Background: an optimization exercise with open tools, aiming at small area, a short achievable clock period and few clock cycles. Do not read the settings as production practice.
For this run, only the layout was checked, not whether the RTL still works.
Power is estimated from default activity; no workload was simulated.

==> design.v <==
module g_a22oi(input a1,a2,b1,b2, output y);
assign y = ~((a1 & a2) | (b1 & b2));
endmodule
module g_nand2(input a,b, output y);
assign y = ~(a & b);
endmodule
module g_nand3(input a,b,c, output y);
assign y = ~(a & b & c);
endmodule
module g_nor2(input a,b, output y);
assign y = ~(a | b);
endmodule
module g_o21ai(input a1,a2,b1, output y);
assign y = ~((a1 | a2) & b1);
endmodule
module g_o22ai(input a1,a2,b1,b2, output y);
assign y = ~((a1 | a2) & (b1 | b2));
endmodule
module g_xnor2(input a,b, output y);
assign y = ~(a ^ b);
endmodule
module g_xor2(input a,b, output y);
assign y = a ^ b;
endmodule
module source_64bit_mod3(s, f, x, e, clk);
output reg [1:0] s;
output reg f;
input wire [63:0] x;
input wire e;
input wire clk;
wire n1; g_nand2 u1 (.a(x[3]), .b(x[1]), .y(n1));
wire n2; g_a22oi u2 (.a1(x[3]), .a2(x[1]), .b1(x[2]), .b2(x[0]), .y(n2));
wire n3; g_xnor2 u3 (.a(x[2]), .b(x[0]), .y(n3));
wire n4; g_o21ai u4 (.a1(x[3]), .a2(x[1]), .b1(n3), .y(n4));
wire n5; g_xor2 u5 (.a(n2), .b(n4), .y(n5));
wire n6; g_o22ai u6 (.a1(x[3]), .a2(x[1]), .b1(x[2]), .b2(x[0]), .y(n6));
wire n7; g_nand2 u7 (.a(n1), .b(n3), .y(n7));
wire n8; g_xnor2 u8 (.a(n6), .b(n7), .y(n8));
wire n9; g_nand2 u9 (.a(x[7]), .b(x[5]), .y(n9));
wire n10; g_a22oi u10 (.a1(x[7]), .a2(x[5]), .b1(x[6]), .b2(x[4]), .y(n10));
wire n11; g_xnor2 u11 (.a(x[6]), .b(x[4]), .y(n11));
wire n12; g_o21ai u12 (.a1(x[7]), .a2(x[5]), .b1(n11), .y(n12));
wire n13; g_xor2 u13 (.a(n10), .b(n12), .y(n13));
wire n14; g_o22ai u14 (.a1(x[7]), .a2(x[5]), .b1(x[6]), .b2(x[4]), .y(n14));
wire n15; g_nand2 u15 (.a(n9), .b(n11), .y(n15));
wire n16; g_xnor2 u16 (.a(n14), .b(n15), .y(n16));
wire n17; g_nand2 u17 (.a(x[11]), .b(x[9]), .y(n17));
wire n18; g_a22oi u18 (.a1(x[11]), .a2(x[9]), .b1(x[10]), .b2(x[8]), .y(n18));
wire n19; g_xnor2 u19 (.a(x[10]), .b(x[8]), .y(n19));
wire n20; g_o21ai u20 (.a1(x[11]), .a2(x[9]), .b1(n19), .y(n20));
wire n21; g_xor2 u21 (.a(n18), .b(n20), .y(n21));
wire n22; g_o22ai u22 (.a1(x[11]), .a2(x[9]), .b1(x[10]), .b2(x[8]), .y(n22));
wire n23; g_nand2 u23 (.a(n17), .b(n19), .y(n23));
wire n24; g_xnor2 u24 (.a(n22), .b(n23), .y(n24));
wire n25; g_nand2 u25 (.a(x[15]), .b(x[13]), .y(n25));
wire n26; g_a22oi u26 (.a1(x[15]), .a2(x[13]), .b1(x[14]), .b2(x[12]), .y(n26));
wire n27; g_xnor2 u27 (.a(x[14]), .b(x[12]), .y(n27));
wire n28; g_o21ai u28 (.a1(x[15]), .a2(x[13]), .b1(n27), .y(n28));
wire n29; g_xor2 u29 (.a(n26), .b(n28), .y(n29));
wire n30; g_o22ai u30 (.a1(x[15]), .a2(x[13]), .b1(x[14]), .b2(x[12]), .y(n30));
wire n31; g_nand2 u31 (.a(n25), .b(n27), .y(n31));
wire n32; g_xnor2 u32 (.a(n30), .b(n31), .y(n32));
wire n33; g_nand2 u33 (.a(x[19]), .b(x[17]), .y(n33));
wire n34; g_a22oi u34 (.a1(x[19]), .a2(x[17]), .b1(x[18]), .b2(x[16]), .y(n34));
wire n35; g_xnor2 u35 (.a(x[18]), .b(x[16]), .y(n35));
wire n36; g_o21ai u36 (.a1(x[19]), .a2(x[17]), .b1(n35), .y(n36));
wire n37; g_xor2 u37 (.a(n34), .b(n36), .y(n37));
wire n38; g_o22ai u38 (.a1(x[19]), .a2(x[17]), .b1(x[18]), .b2(x[16]), .y(n38));
wire n39; g_nand2 u39 (.a(n33), .b(n35), .y(n39));
wire n40; g_xnor2 u40 (.a(n38), .b(n39), .y(n40));
wire n41; g_nand2 u41 (.a(x[23]), .b(x[21]), .y(n41));
wire n42; g_a22oi u42 (.a1(x[23]), .a2(x[21]), .b1(x[22]), .b2(x[20]), .y(n42));
wire n43; g_xnor2 u43 (.a(x[22]), .b(x[20]), .y(n43));
wire n44; g_o21ai u44 (.a1(x[23]), .a2(x[21]), .b1(n43), .y(n44));
wire n45; g_xor2 u45 (.a(n42), .b(n44), .y(n45));
wire n46; g_o22ai u46 (.a1(x[23]), .a2(x[21]), .b1(x[22]), .b2(x[20]), .y(n46));
wire n47; g_nand2 u47 (.a(n41), .b(n43), .y(n47));
wire n48; g_xnor2 u48 (.a(n46), .b(n47), .y(n48));
wire n49; g_nand2 u49 (.a(x[27]), .b(x[25]), .y(n49));
wire n50; g_a22oi u50 (.a1(x[27]), .a2(x[25]), .b1(x[26]), .b2(x[24]), .y(n50));
wire n51; g_xnor2 u51 (.a(x[26]), .b(x[24]), .y(n51));
wire n52; g_o21ai u52 (.a1(x[27]), .a2(x[25]), .b1(n51), .y(n52));
wire n53; g_xor2 u53 (.a(n50), .b(n52), .y(n53));
wire n54; g_o22ai u54 (.a1(x[27]), .a2(x[25]), .b1(x[26]), .b2(x[24]), .y(n54));
wire n55; g_nand2 u55 (.a(n49), .b(n51), .y(n55));
wire n56; g_xnor2 u56 (.a(n54), .b(n55), .y(n56));
wire n57; g_nand2 u57 (.a(x[31]), .b(x[29]), .y(n57));
wire n58; g_a22oi u58 (.a1(x[31]), .a2(x[29]), .b1(x[30]), .b2(x[28]), .y(n58));
wire n59; g_xnor2 u59 (.a(x[30]), .b(x[28]), .y(n59));
wire n60; g_o21ai u60 (.a1(x[31]), .a2(x[29]), .b1(n59), .y(n60));
wire n61; g_xor2 u61 (.a(n58), .b(n60), .y(n61));
wire n62; g_o22ai u62 (.a1(x[31]), .a2(x[29]), .b1(x[30]), .b2(x[28]), .y(n62));
wire n63; g_nand2 u63 (.a(n57), .b(n59), .y(n63));
wire n64; g_xnor2 u64 (.a(n62), .b(n63), .y(n64));
wire n65; g_nand2 u65 (.a(x[35]), .b(x[33]), .y(n65));
wire n66; g_a22oi u66 (.a1(x[35]), .a2(x[33]), .b1(x[34]), .b2(x[32]), .y(n66));
wire n67; g_xnor2 u67 (.a(x[34]), .b(x[32]), .y(n67));
wire n68; g_o21ai u68 (.a1(x[35]), .a2(x[33]), .b1(n67), .y(n68));
wire n69; g_xor2 u69 (.a(n66), .b(n68), .y(n69));
wire n70; g_o22ai u70 (.a1(x[35]), .a2(x[33]), .b1(x[34]), .b2(x[32]), .y(n70));
wire n71; g_nand2 u71 (.a(n65), .b(n67), .y(n71));
wire n72; g_xnor2 u72 (.a(n70), .b(n71), .y(n72));
wire n73; g_nand2 u73 (.a(x[39]), .b(x[37]), .y(n73));
wire n74; g_a22oi u74 (.a1(x[39]), .a2(x[37]), .b1(x[38]), .b2(x[36]), .y(n74));
wire n75; g_xnor2 u75 (.a(x[38]), .b(x[36]), .y(n75));
wire n76; g_o21ai u76 (.a1(x[39]), .a2(x[37]), .b1(n75), .y(n76));
wire n77; g_xor2 u77 (.a(n74), .b(n76), .y(n77));
wire n78; g_o22ai u78 (.a1(x[39]), .a2(x[37]), .b1(x[38]), .b2(x[36]), .y(n78));
wire n79; g_nand2 u79 (.a(n73), .b(n75), .y(n79));
wire n80; g_xnor2 u80 (.a(n78), .b(n79), .y(n80));
wire n81; g_nand2 u81 (.a(x[43]), .b(x[41]), .y(n81));
wire n82; g_a22oi u82 (.a1(x[43]), .a2(x[41]), .b1(x[42]), .b2(x[40]), .y(n82));
wire n83; g_xnor2 u83 (.a(x[42]), .b(x[40]), .y(n83));
wire n84; g_o21ai u84 (.a1(x[43]), .a2(x[41]), .b1(n83), .y(n84));
wire n85; g_xor2 u85 (.a(n82), .b(n84), .y(n85));
wire n86; g_o22ai u86 (.a1(x[43]), .a2(x[41]), .b1(x[42]), .b2(x[40]), .y(n86));
wire n87; g_nand2 u87 (.a(n81), .b(n83), .y(n87));
wire n88; g_xnor2 u88 (.a(n86), .b(n87), .y(n88));
wire n89; g_nand2 u89 (.a(x[47]), .b(x[45]), .y(n89));
wire n90; g_a22oi u90 (.a1(x[47]), .a2(x[45]), .b1(x[46]), .b2(x[44]), .y(n90));
wire n91; g_xnor2 u91 (.a(x[46]), .b(x[44]), .y(n91));
wire n92; g_o21ai u92 (.a1(x[47]), .a2(x[45]), .b1(n91), .y(n92));
wire n93; g_xor2 u93 (.a(n90), .b(n92), .y(n93));
wire n94; g_o22ai u94 (.a1(x[47]), .a2(x[45]), .b1(x[46]), .b2(x[44]), .y(n94));
wire n95; g_nand2 u95 (.a(n89), .b(n91), .y(n95));
wire n96; g_xnor2 u96 (.a(n94), .b(n95), .y(n96));
wire n97; g_nand2 u97 (.a(x[51]), .b(x[49]), .y(n97));
wire n98; g_a22oi u98 (.a1(x[51]), .a2(x[49]), .b1(x[50]), .b2(x[48]), .y(n98));
wire n99; g_xnor2 u99 (.a(x[50]), .b(x[48]), .y(n99));
wire n100; g_o21ai u100 (.a1(x[51]), .a2(x[49]), .b1(n99), .y(n100));
wire n101; g_xor2 u101 (.a(n98), .b(n100), .y(n101));
wire n102; g_o22ai u102 (.a1(x[51]), .a2(x[49]), .b1(x[50]), .b2(x[48]), .y(n102));
wire n103; g_nand2 u103 (.a(n97), .b(n99), .y(n103));
wire n104; g_xnor2 u104 (.a(n102), .b(n103), .y(n104));
wire n105; g_nand2 u105 (.a(x[55]), .b(x[53]), .y(n105));
wire n106; g_a22oi u106 (.a1(x[55]), .a2(x[53]), .b1(x[54]), .b2(x[52]), .y(n106));
wire n107; g_xnor2 u107 (.a(x[54]), .b(x[52]), .y(n107));
wire n108; g_o21ai u108 (.a1(x[55]), .a2(x[53]), .b1(n107), .y(n108));
wire n109; g_xor2 u109 (.a(n106), .b(n108), .y(n109));
wire n110; g_o22ai u110 (.a1(x[55]), .a2(x[53]), .b1(x[54]), .b2(x[52]), .y(n110));
wire n111; g_nand2 u111 (.a(n105), .b(n107), .y(n111));
wire n112; g_xnor2 u112 (.a(n110), .b(n111), .y(n112));
wire n113; g_nand2 u113 (.a(x[59]), .b(x[57]), .y(n113));
wire n114; g_a22oi u114 (.a1(x[59]), .a2(x[57]), .b1(x[58]), .b2(x[56]), .y(n114));
wire n115; g_xnor2 u115 (.a(x[58]), .b(x[56]), .y(n115));
wire n116; g_o21ai u116 (.a1(x[59]), .a2(x[57]), .b1(n115), .y(n116));
wire n117; g_xor2 u117 (.a(n114), .b(n116), .y(n117));
wire n118; g_o22ai u118 (.a1(x[59]), .a2(x[57]), .b1(x[58]), .b2(x[56]), .y(n118));
wire n119; g_nand2 u119 (.a(n113), .b(n115), .y(n119));
wire n120; g_xnor2 u120 (.a(n118), .b(n119), .y(n120));
wire n121; g_nand2 u121 (.a(x[63]), .b(x[61]), .y(n121));
wire n122; g_a22oi u122 (.a1(x[63]), .a2(x[61]), .b1(x[62]), .b2(x[60]), .y(n122));
wire n123; g_xnor2 u123 (.a(x[62]), .b(x[60]), .y(n123));
wire n124; g_o21ai u124 (.a1(x[63]), .a2(x[61]), .b1(n123), .y(n124));
wire n125; g_xor2 u125 (.a(n122), .b(n124), .y(n125));
wire n126; g_o22ai u126 (.a1(x[63]), .a2(x[61]), .b1(x[62]), .b2(x[60]), .y(n126));
wire n127; g_nand2 u127 (.a(n121), .b(n123), .y(n127));
wire n128; g_xnor2 u128 (.a(n126), .b(n127), .y(n128));
wire n129; g_nor2 u129 (.a(n5), .b(n8), .y(n129));
wire n130; g_nor2 u130 (.a(n13), .b(n16), .y(n130));
wire n131; g_nand2 u131 (.a(n129), .b(n16), .y(n131));
wire n132; g_nand2 u132 (.a(n8), .b(n130), .y(n132));
wire n133; g_nand2 u133 (.a(n5), .b(n13), .y(n133));
wire n134; g_nand3 u134 (.a(n131), .b(n132), .c(n133), .y(n134));
wire n135; g_nand2 u135 (.a(n129), .b(n13), .y(n135));
wire n136; g_nand2 u136 (.a(n8), .b(n16), .y(n136));
wire n137; g_nand2 u137 (.a(n5), .b(n130), .y(n137));
wire n138; g_nand3 u138 (.a(n135), .b(n136), .c(n137), .y(n138));
wire n139; g_nor2 u139 (.a(n21), .b(n24), .y(n139));
wire n140; g_nor2 u140 (.a(n29), .b(n32), .y(n140));
wire n141; g_nand2 u141 (.a(n139), .b(n32), .y(n141));
wire n142; g_nand2 u142 (.a(n24), .b(n140), .y(n142));
wire n143; g_nand2 u143 (.a(n21), .b(n29), .y(n143));
wire n144; g_nand3 u144 (.a(n141), .b(n142), .c(n143), .y(n144));
wire n145; g_nand2 u145 (.a(n139), .b(n29), .y(n145));
wire n146; g_nand2 u146 (.a(n24), .b(n32), .y(n146));
wire n147; g_nand2 u147 (.a(n21), .b(n140), .y(n147));
wire n148; g_nand3 u148 (.a(n145), .b(n146), .c(n147), .y(n148));
wire n149; g_nor2 u149 (.a(n37), .b(n40), .y(n149));
wire n150; g_nor2 u150 (.a(n45), .b(n48), .y(n150));
wire n151; g_nand2 u151 (.a(n149), .b(n48), .y(n151));
wire n152; g_nand2 u152 (.a(n40), .b(n150), .y(n152));
wire n153; g_nand2 u153 (.a(n37), .b(n45), .y(n153));
wire n154; g_nand3 u154 (.a(n151), .b(n152), .c(n153), .y(n154));
wire n155; g_nand2 u155 (.a(n149), .b(n45), .y(n155));
wire n156; g_nand2 u156 (.a(n40), .b(n48), .y(n156));
wire n157; g_nand2 u157 (.a(n37), .b(n150), .y(n157));
wire n158; g_nand3 u158 (.a(n155), .b(n156), .c(n157), .y(n158));
wire n159; g_nor2 u159 (.a(n53), .b(n56), .y(n159));
wire n160; g_nor2 u160 (.a(n61), .b(n64), .y(n160));
wire n161; g_nand2 u161 (.a(n159), .b(n64), .y(n161));
wire n162; g_nand2 u162 (.a(n56), .b(n160), .y(n162));
wire n163; g_nand2 u163 (.a(n53), .b(n61), .y(n163));
wire n164; g_nand3 u164 (.a(n161), .b(n162), .c(n163), .y(n164));
wire n165; g_nand2 u165 (.a(n159), .b(n61), .y(n165));
wire n166; g_nand2 u166 (.a(n56), .b(n64), .y(n166));
wire n167; g_nand2 u167 (.a(n53), .b(n160), .y(n167));
wire n168; g_nand3 u168 (.a(n165), .b(n166), .c(n167), .y(n168));
wire n169; g_nor2 u169 (.a(n69), .b(n72), .y(n169));
wire n170; g_nor2 u170 (.a(n77), .b(n80), .y(n170));
wire n171; g_nand2 u171 (.a(n169), .b(n80), .y(n171));
wire n172; g_nand2 u172 (.a(n72), .b(n170), .y(n172));
wire n173; g_nand2 u173 (.a(n69), .b(n77), .y(n173));
wire n174; g_nand3 u174 (.a(n171), .b(n172), .c(n173), .y(n174));
wire n175; g_nand2 u175 (.a(n169), .b(n77), .y(n175));
wire n176; g_nand2 u176 (.a(n72), .b(n80), .y(n176));
wire n177; g_nand2 u177 (.a(n69), .b(n170), .y(n177));
wire n178; g_nand3 u178 (.a(n175), .b(n176), .c(n177), .y(n178));
wire n179; g_nor2 u179 (.a(n85), .b(n88), .y(n179));
wire n180; g_nor2 u180 (.a(n93), .b(n96), .y(n180));
wire n181; g_nand2 u181 (.a(n179), .b(n96), .y(n181));
wire n182; g_nand2 u182 (.a(n88), .b(n180), .y(n182));
wire n183; g_nand2 u183 (.a(n85), .b(n93), .y(n183));
wire n184; g_nand3 u184 (.a(n181), .b(n182), .c(n183), .y(n184));
wire n185; g_nand2 u185 (.a(n179), .b(n93), .y(n185));
wire n186; g_nand2 u186 (.a(n88), .b(n96), .y(n186));
wire n187; g_nand2 u187 (.a(n85), .b(n180), .y(n187));
wire n188; g_nand3 u188 (.a(n185), .b(n186), .c(n187), .y(n188));
wire n189; g_nor2 u189 (.a(n101), .b(n104), .y(n189));
wire n190; g_nor2 u190 (.a(n109), .b(n112), .y(n190));
wire n191; g_nand2 u191 (.a(n189), .b(n112), .y(n191));
wire n192; g_nand2 u192 (.a(n104), .b(n190), .y(n192));
wire n193; g_nand2 u193 (.a(n101), .b(n109), .y(n193));
wire n194; g_nand3 u194 (.a(n191), .b(n192), .c(n193), .y(n194));
wire n195; g_nand2 u195 (.a(n189), .b(n109), .y(n195));
wire n196; g_nand2 u196 (.a(n104), .b(n112), .y(n196));
wire n197; g_nand2 u197 (.a(n101), .b(n190), .y(n197));
wire n198; g_nand3 u198 (.a(n195), .b(n196), .c(n197), .y(n198));
wire n199; g_nor2 u199 (.a(n117), .b(n120), .y(n199));
wire n200; g_nor2 u200 (.a(n125), .b(n128), .y(n200));
wire n201; g_nand2 u201 (.a(n199), .b(n128), .y(n201));
wire n202; g_nand2 u202 (.a(n120), .b(n200), .y(n202));
wire n203; g_nand2 u203 (.a(n117), .b(n125), .y(n203));
wire n204; g_nand3 u204 (.a(n201), .b(n202), .c(n203), .y(n204));
wire n205; g_nand2 u205 (.a(n199), .b(n125), .y(n205));
wire n206; g_nand2 u206 (.a(n120), .b(n128), .y(n206));
wire n207; g_nand2 u207 (.a(n117), .b(n200), .y(n207));
wire n208; g_nand3 u208 (.a(n205), .b(n206), .c(n207), .y(n208));
wire n209; g_nor2 u209 (.a(n138), .b(n134), .y(n209));
wire n210; g_nor2 u210 (.a(n148), .b(n144), .y(n210));
wire n211; g_nand2 u211 (.a(n209), .b(n210), .y(n211));
wire n212; g_nand2 u212 (.a(n134), .b(n148), .y(n212));
wire n213; g_nand2 u213 (.a(n138), .b(n144), .y(n213));
wire n214; g_nand3 u214 (.a(n211), .b(n212), .c(n213), .y(n214));
wire n215; g_nand2 u215 (.a(n209), .b(n144), .y(n215));
wire n216; g_nand2 u216 (.a(n134), .b(n210), .y(n216));
wire n217; g_nand2 u217 (.a(n138), .b(n148), .y(n217));
wire n218; g_nand3 u218 (.a(n215), .b(n216), .c(n217), .y(n218));
wire n219; g_nand2 u219 (.a(n209), .b(n148), .y(n219));
wire n220; g_nand2 u220 (.a(n134), .b(n144), .y(n220));
wire n221; g_nand2 u221 (.a(n138), .b(n210), .y(n221));
wire n222; g_nand3 u222 (.a(n219), .b(n220), .c(n221), .y(n222));
wire n223; g_nor2 u223 (.a(n158), .b(n154), .y(n223));
wire n224; g_nor2 u224 (.a(n168), .b(n164), .y(n224));
wire n225; g_nand2 u225 (.a(n223), .b(n224), .y(n225));
wire n226; g_nand2 u226 (.a(n154), .b(n168), .y(n226));
wire n227; g_nand2 u227 (.a(n158), .b(n164), .y(n227));
wire n228; g_nand3 u228 (.a(n225), .b(n226), .c(n227), .y(n228));
wire n229; g_nand2 u229 (.a(n223), .b(n164), .y(n229));
wire n230; g_nand2 u230 (.a(n154), .b(n224), .y(n230));
wire n231; g_nand2 u231 (.a(n158), .b(n168), .y(n231));
wire n232; g_nand3 u232 (.a(n229), .b(n230), .c(n231), .y(n232));
wire n233; g_nand2 u233 (.a(n223), .b(n168), .y(n233));
wire n234; g_nand2 u234 (.a(n154), .b(n164), .y(n234));
wire n235; g_nand2 u235 (.a(n158), .b(n224), .y(n235));
wire n236; g_nand3 u236 (.a(n233), .b(n234), .c(n235), .y(n236));
wire n237; g_nor2 u237 (.a(n178), .b(n174), .y(n237));
wire n238; g_nor2 u238 (.a(n188), .b(n184), .y(n238));
wire n239; g_nand2 u239 (.a(n237), .b(n238), .y(n239));
wire n240; g_nand2 u240 (.a(n174), .b(n188), .y(n240));
wire n241; g_nand2 u241 (.a(n178), .b(n184), .y(n241));
wire n242; g_nand3 u242 (.a(n239), .b(n240), .c(n241), .y(n242));
wire n243; g_nand2 u243 (.a(n237), .b(n184), .y(n243));
wire n244; g_nand2 u244 (.a(n174), .b(n238), .y(n244));
wire n245; g_nand2 u245 (.a(n178), .b(n188), .y(n245));
wire n246; g_nand3 u246 (.a(n243), .b(n244), .c(n245), .y(n246));
wire n247; g_nand2 u247 (.a(n237), .b(n188), .y(n247));
wire n248; g_nand2 u248 (.a(n174), .b(n184), .y(n248));
wire n249; g_nand2 u249 (.a(n178), .b(n238), .y(n249));
wire n250; g_nand3 u250 (.a(n247), .b(n248), .c(n249), .y(n250));
wire n251; g_nor2 u251 (.a(n198), .b(n194), .y(n251));
wire n252; g_nor2 u252 (.a(n208), .b(n204), .y(n252));
wire n253; g_nand2 u253 (.a(n251), .b(n252), .y(n253));
wire n254; g_nand2 u254 (.a(n194), .b(n208), .y(n254));
wire n255; g_nand2 u255 (.a(n198), .b(n204), .y(n255));
wire n256; g_nand3 u256 (.a(n253), .b(n254), .c(n255), .y(n256));
wire n257; g_nand2 u257 (.a(n251), .b(n204), .y(n257));
wire n258; g_nand2 u258 (.a(n194), .b(n252), .y(n258));
wire n259; g_nand2 u259 (.a(n198), .b(n208), .y(n259));
wire n260; g_nand3 u260 (.a(n257), .b(n258), .c(n259), .y(n260));
wire n261; g_nand2 u261 (.a(n251), .b(n208), .y(n261));
wire n262; g_nand2 u262 (.a(n194), .b(n204), .y(n262));
wire n263; g_nand2 u263 (.a(n198), .b(n252), .y(n263));
wire n264; g_nand3 u264 (.a(n261), .b(n262), .c(n263), .y(n264));
wire n265; g_nand2 u265 (.a(n214), .b(n228), .y(n265));
wire n266; g_nand2 u266 (.a(n218), .b(n236), .y(n266));
wire n267; g_nand2 u267 (.a(n222), .b(n232), .y(n267));
wire n268; g_nand3 u268 (.a(n265), .b(n266), .c(n267), .y(n268));
wire n269; g_nand2 u269 (.a(n214), .b(n232), .y(n269));
wire n270; g_nand2 u270 (.a(n218), .b(n228), .y(n270));
wire n271; g_nand2 u271 (.a(n222), .b(n236), .y(n271));
wire n272; g_nand3 u272 (.a(n269), .b(n270), .c(n271), .y(n272));
wire n273; g_nand2 u273 (.a(n214), .b(n236), .y(n273));
wire n274; g_nand2 u274 (.a(n218), .b(n232), .y(n274));
wire n275; g_nand2 u275 (.a(n222), .b(n228), .y(n275));
wire n276; g_nand3 u276 (.a(n273), .b(n274), .c(n275), .y(n276));
wire n277; g_nand2 u277 (.a(n242), .b(n256), .y(n277));
wire n278; g_nand2 u278 (.a(n246), .b(n264), .y(n278));
wire n279; g_nand2 u279 (.a(n250), .b(n260), .y(n279));
wire n280; g_nand3 u280 (.a(n277), .b(n278), .c(n279), .y(n280));
wire n281; g_nand2 u281 (.a(n242), .b(n260), .y(n281));
wire n282; g_nand2 u282 (.a(n246), .b(n256), .y(n282));
wire n283; g_nand2 u283 (.a(n250), .b(n264), .y(n283));
wire n284; g_nand3 u284 (.a(n281), .b(n282), .c(n283), .y(n284));
wire n285; g_nand2 u285 (.a(n242), .b(n264), .y(n285));
wire n286; g_nand2 u286 (.a(n246), .b(n260), .y(n286));
wire n287; g_nand2 u287 (.a(n250), .b(n256), .y(n287));
wire n288; g_nand3 u288 (.a(n285), .b(n286), .c(n287), .y(n288));
wire n289; g_nand2 u289 (.a(n268), .b(n284), .y(n289));
wire n290; g_nand2 u290 (.a(n272), .b(n280), .y(n290));
wire n291; g_nand2 u291 (.a(n276), .b(n288), .y(n291));
wire n292; g_nand3 u292 (.a(n289), .b(n290), .c(n291), .y(n292));
wire n293; g_nand2 u293 (.a(n268), .b(n288), .y(n293));
wire n294; g_nand2 u294 (.a(n272), .b(n284), .y(n294));
wire n295; g_nand2 u295 (.a(n276), .b(n280), .y(n295));
wire n296; g_nand3 u296 (.a(n293), .b(n294), .c(n295), .y(n296));
always @(posedge clk) begin
  f <= e;
  s <= {n296, n292};
end
endmodule
==> flow/run.sh <==
#!/bin/bash
cat >> config.mk <<'EOC'
export BUFFER_PORTS_ARGS = -buffer_cell sky130_fd_sc_hd__buf_1
EOC
bash standard.sh > standard.log 2>&1
==> standard.sh <==
#!/bin/bash
# synth_recipe.tcl (not shown) runs the flow's synth.tcl, then flattens the netlist and writes it again
# the make line also repeats each setting of config.mk as NAME=value (left out here)
make -C /OpenROAD-flow-scripts/flow DESIGN_CONFIG=/design/flow/config.mk WORK_HOME=/design/flow/orfs CLKGATE_MAP_FILE= SYNTH_SCRIPT=/design/flow/synth_recipe.tcl "${@:-finish}"
==> config.mk <==
export PLATFORM = sky130hd
export DESIGN_NAME = source_64bit_mod3
export DESIGN_NICKNAME = source_64bit_mod3
export VERILOG_FILES = /design/flow/design.v
export SDC_FILE = /design/flow/constraint.sdc
export NUM_CORES = 4
export LEC_CHECK = 0
export CAP_MARGIN = 20
export CORE_AREA = 5 5 85 85
export CTS_BUF_LIST = sky130_fd_sc_hd__clkbuf_2
export DIE_AREA = 0 0 90 90
export SLEW_MARGIN = 20
export SYNTH_HIERARCHICAL = 1
export BUFFER_PORTS_ARGS = -buffer_cell sky130_fd_sc_hd__buf_1
==> constraint.sdc <==
create_clock -name core_clock -period 4.5 [get_ports {clk}]
set_input_delay 0.9000 -clock core_clock [delete_from_list [all_inputs] [get_ports {clk}]]
set_output_delay 0.9000 -clock core_clock [all_outputs]
set_load 0.01 [all_outputs]
==> run notes <==
-- critical path, stage by stage --
cell and delay [ns]:
buf_1 0.11, xnor2_1 0.21, nand2_1 0.09, xnor2_1 0.26, nor2_1 0.10, nand2_1 0.08, nand3_1 0.13, nor2_1 0.20
nand2_1 0.08, nand3_1 0.12, nand2_1 0.07, nand3_1 0.11, nand2_1 0.06, nand3_1 0.08
-- area by class of cell --
cell class | instances | share of cell area (%)
clock buffer | 4 | 0.9870
multi-input combinational | 296 | 78.72
tap | 77 | 4.750
sequential | 3 | 2.961
timing repair buffer | 68 | 12.58
-- Yosys stat by module (local to each module, per instance), a selection --
module,flops+latches,cells inside,times used
g_xor2,0,1,16
g_xnor2,0,1,32
g_o22ai,0,1,16
g_nor2,0,1,24
source_64bit_mod3,3,3,1
g_o21ai,0,1,16
g_nand2,0,1,140
-- worst paths after layout --
kind	from	to	slack, ns	cells past startpoint
hold / removal	e	f$_DFF_P_	0.80	1
setup / recovery	x[0]	s[0]$_DFF_P_	2.02	14
-- metrics by stage --
stage	util, %	total power (uW)	std cells
floorplan	-	443.8	299
global placement	31.99	548.0	444
detailed placement	31.99	560.4	444
CTS	32.31	600.0	448
global route	32.31	689.8	448
finish	32.31	593.7	448
-- kinds of logic after synthesis --
family and share of synthesized area (%):
XOR/XNOR 25.38, flip-flops 3.626, AND/OR/NAND/NOR 48.04, AO/OA/AOI/OAI 22.96
-- cells in the mapped netlist (all sizes together) --
cell type / instances / area, um^2
nand2: 140 / 525.5
nand3: 36 / 180.2
xnor2: 32 / 280.3
nor2: 24 / 90.09
a22oi: 16 / 200.2
o21ai: 16 / 80.08
o22ai: 16 / 100.1
xor2: 16 / 140.1
dfxtp: 3 / 60.06
-- power by group through the flow --
stage	clock [uW]	combinational [uW]	sequential, uW
3_5_place_dp	0	518	42.1
5_1_grt	42.9	604	42.8
3_3_place_gp	0	505	43.3
4_1_cts	38.2	520	41.7
6_report	36.0	516	41.5
2_1_floorplan	0	397	46.7
-- state kept, by name (all words and copies together), names as in the netlist --
register	flops
s	2
f	1
-- routing by layer --
metal	up-vias	GRT usage, %
met4	0	2.233
li1	1167	-
met1	907	11.31
met5	-	0
met2	43	17.26
met3	0	1.503
==> results.tsv <==
stage	metric	value	unit
detailed_routing	M1 WL	1711	um
setup_path	Setup CP Type	input port to register	
clocking	# resized after CTS	0	
synthesis	post-synthesis sequential area ratio	3.625	%
timing	Slew HR	81.62	%
power	fraction of power spent switching nets	57.26	%
clocking	postcts setup bufs	0	
power	Sequential Power Share	7.0	%
clocking	total clock sinks	3	
timing	# setup viols final	0	
placed_design	Final Wtd Congestion	0.7272	
clocking	CTS Buffer Depth	2	
timing	TNS Setup	0	ns
power	logic gate share of total power	86.9	%
setup_path	Worst Path Arrival	2.61	ns
timing	Tmin final	2.479	ns
floorplanning	Die W	90	um
finish	commonest non-fill, non-tap cells in the layout	nand2_1 (140), buf_1 (68), nand3_1 (36)	
timing	fin crit share	55.09	%
floorplanning	core footprint	6277	um^2
setup_path	Crit. End Element	register	
floorplanning	Rows	29	
power	leakage	0.0007694	uW
finish	final instance area	2028	um^2
floorplanning	IO Pins	69	
detailed_routing	router iterations before antenna repair	4	
timing	RSZ-0062 raised after global routing	false	
power	total internal power	253.8	uW
finish	Area Overhead vs Synth	22.43	%
clocking	# H-tree levels	1	
finish	Filler cells	711	
power	PwrDens	292.7	nW/um^2
timing	max-slew violations	0	
setup_path	Startpoint Class	input port	
finish	Reg area	60.06	um^2
detailed_routing	DRC viols	0	
global_routing	first-pass GRT wire length	7107	um
synthesis	Post-Syn Nets	365	
timing	worst setup margin	2.021	ns
global_routing	antenna violations before repair	0	
clocking	CTS hold repair buffers	0	
detailed_routing	final WL	3792	um
finish	area of the multi-input gates	1597	um^2
finish	Nets	438	
timing	fmax	403.4	MHz
placed_design	Place WS	1.788	ns
synthesis	post-synthesis cell type count	9	
placed_design	placed cell area	2008	um^2
detailed_routing	WL/cell	8.464	um
global_routing	all-layer global routing usage	9.398	%
clocking	Clock transition at path regs	0.04	ns
synthesis	cell count after synthesis	299	
clocking	CTS tree	done	
synthesis	register bit total from synthesis	3	
detailed_routing	top sig layer	met3	
power	Clock power frac	6.1	%
worst_hold_path	worst hold path class	input port to register	
floorplanning	full die area	8100	um^2
timing	Hold Slack	0.7981	ns
synthesis	syn_area_per_cell	5.540	um^2
global_routing	gr ovfl total	0	
clocking	Clock Tree Root	clkbuf_2	
finish	antenna fix cells	0	
flow_run	Max Cap Viol	0	
run_status	status	complete, no violations	
detailed_routing	via/cell ratio	4.725	
timing	final hold vios	0	
power	Worst VDD drop	103.5	uV
detailed_routing	met2 routed WL	1884	um
setup_path	Worst Path Max Fanout	4	
detailed_routing	via count	2117	
global_routing	largest net degree at the start of global routing	5	
detailed_routing	DRT antenna net count	0	
clocking	CTS buffer count	3	
finish	layout cells sized above 1	5.391	%
floorplanning	Initial Util	26.39	%
placed_design	HPWL after DPL	3415	um
setup_path	WP data required	4.63	ns
global_routing	number of global-route vias before repair	1900	
detailed_routing	DR iter-0 viols	49	
finish	most common cell after layout, fill and taps aside	nand2_1	
placed_design	IO Port Bufs	68	
floorplanning	Die Y	90	um
power	switching power of the nets	339.9	uW
synthesis	Synth Warn #	7	
timing	Tightest Pin Transition	0.2738	ns
synthesis	Syn Std Cell Area	1657	um^2
detailed_routing	met3 wire length	195	um

==> re-timing with driven ports <==
Ports are ideal in the flow. The routed layout listed here was re-timed in OpenROAD. Step 1 (the two cells are an assumption about what drives the block):
set clk [get_ports {clk}]
set_driving_cell -lib_cell sky130_fd_sc_hd__clkbuf_16 $clk
set_driving_cell -lib_cell sky130_fd_sc_hd__buf_2 [delete_from_list [all_inputs] $clk]
Step 2 also shifts input and output timing later by t, the mid clock arrival at the registers, as if the neighbouring blocks saw the same clock. Three values: no drivers, after step 1, after step 2; two values: the first two.
t (ns): 0.212
slack for setup (ns): 2.021 / 2.016 / 1.803
hold WS [ns]: 0.798 / 0.814 / 1.027
After both steps setup and hold are still met in this run. For this run, drivers alone change the setup slack by -0.005 ns; drivers and shift together by -0.218 ns.
